This is an optimization exercise on Yosys and OpenROAD, whose aim is small area, a short achievable clock period and few clock cycles per item, not a production implementation.
At most, simulation tests tie the RTL to the original design; equivalence was not proved.
Power and IR drop assume default switching activity.

## FPU
module FPU(
input [31:0] Data1,
input [31:0] Data2,
input Clock,
input Reset,
input In_Data_Valid,
input Op,
output reg [31:0] Data_Out,
output reg Out_Data_Valid
);
export LEC_CHECK = 0
export CAP_MARGIN = 20
export CORE_MARGIN = 2
export CORE_UTILIZATION = 55
export CTS_CLUSTER_DIAMETER = 120
export CTS_CLUSTER_SIZE = 28
export PLACE_DENSITY = 0.65
export SLEW_MARGIN = 20
export SYNTH_HIERARCHICAL = 1
export SYNTH_MINIMUM_KEEP_SIZE = 0
export TNS_END_PERCENT = 5
create_clock -name core_clock -period 15.0 [get_ports {Clock}]
standard.sh (not shown) runs the stock make flow with config.mk's settings and CLKGATE_MAP_FILE= SYNTH_SCRIPT=/design/flow/synth_recipe.tcl, a recipe that flattens the netlist after the stock synthesis.
==> flow/flow/run.sh <==
#!/bin/bash
set -euo pipefail
bash standard.sh SETUP_SLACK_MARGIN=10.9 'BUFFER_PORTS_ARGS=-buffer_cell sky130_fd_sc_hd__buf_1' finish > standard.log 2>&1
The starting point ran to the end with no violations.
Testbench counts at the start, summed over its fixed seeds: cycles 14,231, items 8,000.
Edit:
--- a/flow/design.v
+++ b/flow/design.v
@@ -671,19 +671,20 @@
 wire [23:0] MA = {ha0, a0[22:0]};
 wire [23:0] MB = ab0;    
 wire addm = ~op0;
 wire swap = {e2, ab0[22:0]} > a0[30:0];
 wire ge = e1 >= e2;
 wire [7:0] d = ge ? (e1 - e2) : (e2 - e1);
 wire [7:0] eL = ge ? e1 : e2;
 wire [23:0] ML = swap ? MB : {|e1, a0[22:0]};
-wire [23:0] MS = swap ? {|e1, a0[22:0]} : MB;
+wire [23:0] MSe = ge ? MB : {|e1, a0[22:0]};
+wire [23:0] MS0 = swap ? {|e1, a0[22:0]} : MB;
 wire sub = addm & (s1 ^ s2);
-wire [23:0] MSs = (op0 || d > 8'd23) ? 24'd0 : (MS >> d[4:0]);
+wire [23:0] MSs = (op0 || d > 8'd23) ? 24'd0 : ((d == 8'd0) ? MS0 : (MSe >> d[4:0]));
 wire [47:0] A0 = {1'b0, ML & {24{addm}}, sub, 22'd0};
 wire [47:0] A1 = {sub, MSs ^ {24{sub}}, sub, 22'd0};
 wire [47:0] r0, r1;
 mul24 mul(.a(MA), .a2(ab0), .one(one0), .two(two0), .neg(neg0), .b23(b23_0), .en(op0),
 	.x0(A0[47:22]), .x1(A1[47:22]), .r0(r0), .r1(r1));
 wire [9:0] expm = {2'b00, e1} + {2'b00, e2} - 10'd127;
 wire [9:0] base = op0 ? expm : {2'b00, eL};
 wire [9:0] thr = base - 10'd254;
- cell count came out higher by 0.85%
- cell area came out higher by 1.4%
- via count came out higher by 5.4%
- die area came out higher by 3.0%
- total power is about the same
- wire length came out higher by 12%
- global-route usage came out higher by 2.7 points
- sequential power hardly moves
- synthesized cell count came out higher by 1.8%
- fmax came out lower by 0.91%
- setup slack got worse by 39 ps
Only the layout flow was run in the second run of this note; the RTL was not checked for function there.

--- another note on this design; it stands on its own ---

Setup of before:
==> flow/design.v (excerpt) <==
module FPU(
input [31:0] Data1,
input [31:0] Data2,
input Clock,
input Reset,
input In_Data_Valid,
input Op,
output reg [31:0] Data_Out,
output reg Out_Data_Valid
);
reg [31:0] a0;
reg [31:23] b0;
reg [23:0] ab0;
reg mz2_0, andz0;
reg [11:0] one0, two0, neg0;
reg b23_0, ha0;
reg op0;
wire [25:0] be = {1'b0, |Data2[30:23], Data2[22:0], 1'b0};
integer i;
reg [2:0] vp;
always @(posedge Clock) begin
	a0 <= Data1;
	b0 <= Data2[31:23];
	op0 <= Op;
	ha0 <= |Data1[30:23];
	ab0 <= Op ? {|Data1[30:23], Data1[22:0]} : {|Data2[30:23], Data2[22:0]};
	mz2_0 <= ~|Data2[22:0];
	andz0 <= ~|(Data1[30:0] & Data2[30:0]);
	b23_0 <= Op & (|Data2[30:23]);
	for (i = 0; i < 12; i = i + 1) begin
		one0[i] <= Op & (be[2*i+1] ^ be[2*i]);
		two0[i] <= Op & ((be[2*i+2] & ~be[2*i+1] & ~be[2*i]) | (~be[2*i+2] & be[2*i+1] & be[2*i]));
		neg0[i] <= Op & be[2*i+2];
	end
end
always @(posedge Clock)
if (Reset) begin
	vp <= 3'd0;
	Out_Data_Valid <= 1'b0;
end else begin
	vp <= {vp[1:0], In_Data_Valid};
	Out_Data_Valid <= vp[2];
end
wire s1 = a0[31];
wire s2 = b0[31];
wire [7:0] e1 = a0[30:23];
wire [7:0] e2 = b0[30:23];
wire [23:0] MA = {ha0, a0[22:0]};
wire [23:0] MB = ab0;    
wire addm = ~op0;
wire swap = {e2, ab0[22:0]} > a0[30:0];
wire ge = e1 >= e2;
wire [7:0] d = ge ? (e1 - e2) : (e2 - e1);
wire [7:0] eL = ge ? e1 : e2;
wire [23:0] ML = swap ? MB : {|e1, a0[22:0]};
  ...
For scale: about 3000 cells after synthesis, ~320 flip-flops, about 100 I/O pins, about 31000 um^2 of cells after synthesis.
export LEC_CHECK = 0
export CAP_MARGIN = 20
export CORE_MARGIN = 2
export CORE_UTILIZATION = 62
export CTS_CLUSTER_DIAMETER = 120
export CTS_CLUSTER_SIZE = 28
export PLACE_DENSITY = 0.7
export SLEW_MARGIN = 20
export SYNTH_HIERARCHICAL = 1
export SYNTH_MINIMUM_KEEP_SIZE = 0
export TNS_END_PERCENT = 5
create_clock -name core_clock -period 15.0 [get_ports {Clock}]
standard.sh (not shown) runs the stock make flow with config.mk's settings and CLKGATE_MAP_FILE= SYNTH_SCRIPT=/design/flow/synth_recipe.tcl, a recipe that flattens the netlist after the stock synthesis.
==> flow/flow/run.sh <==
#!/bin/bash
set -euo pipefail
bash standard.sh SETUP_SLACK_MARGIN=10.8 'BUFFER_PORTS_ARGS=-buffer_cell sky130_fd_sc_hd__buf_1' finish > standard.log 2>&1
Testbench counts of before, summed over its fixed seeds: cycles 14,231, items 8,000.
Relative to before, the following input files were edited for after:
==> flow/flow/run.sh <==
#!/bin/bash
set -euo pipefail
bash standard.sh SETUP_SLACK_MARGIN=10.85 'BUFFER_PORTS_ARGS=-buffer_cell sky130_fd_sc_hd__buf_1' finish > standard.log 2>&1
after: flow completed, timing, DRC and antenna clean
before → after: final cycle utilization of the critical path now smaller, wire length of the first global-routing pass comparable, required time of the critical path comparable.

-- separate check: timing with driven ports --
How much do the figures lean on ideal ports? The routed layouts below were timed once more, with nothing changed but the port constraints.
Step 1 assumes that a clkbuf_16 drives the clock port and a buf_2 every other input.
Step 2 times the ports against the registers' clock, not the clock port: input delays grow and output delays shrink by t, the midpoint of the rising clock arrivals with the driver on.
Slacks: no drivers / after step 1 / after step 2; pairs: no drivers / after step 1.
run	t (ns)	setup WS [ns]	worst setup path at the end
the first run of note 1	0.601	10.809 / 10.809 / 10.532	input to register
the second run of note 1	0.615	10.770 / 10.770 / 10.643	input to register
before	0.603	10.732 / 10.732 / 10.488	input to register
after	0.595	10.845 / 10.845 / 10.654	input to register
After both steps every run listed still meets setup and hold. The setup slack of the first run of note 1, which loses most, moves by 0.000 ns with the drivers and by -0.277 ns with both steps.
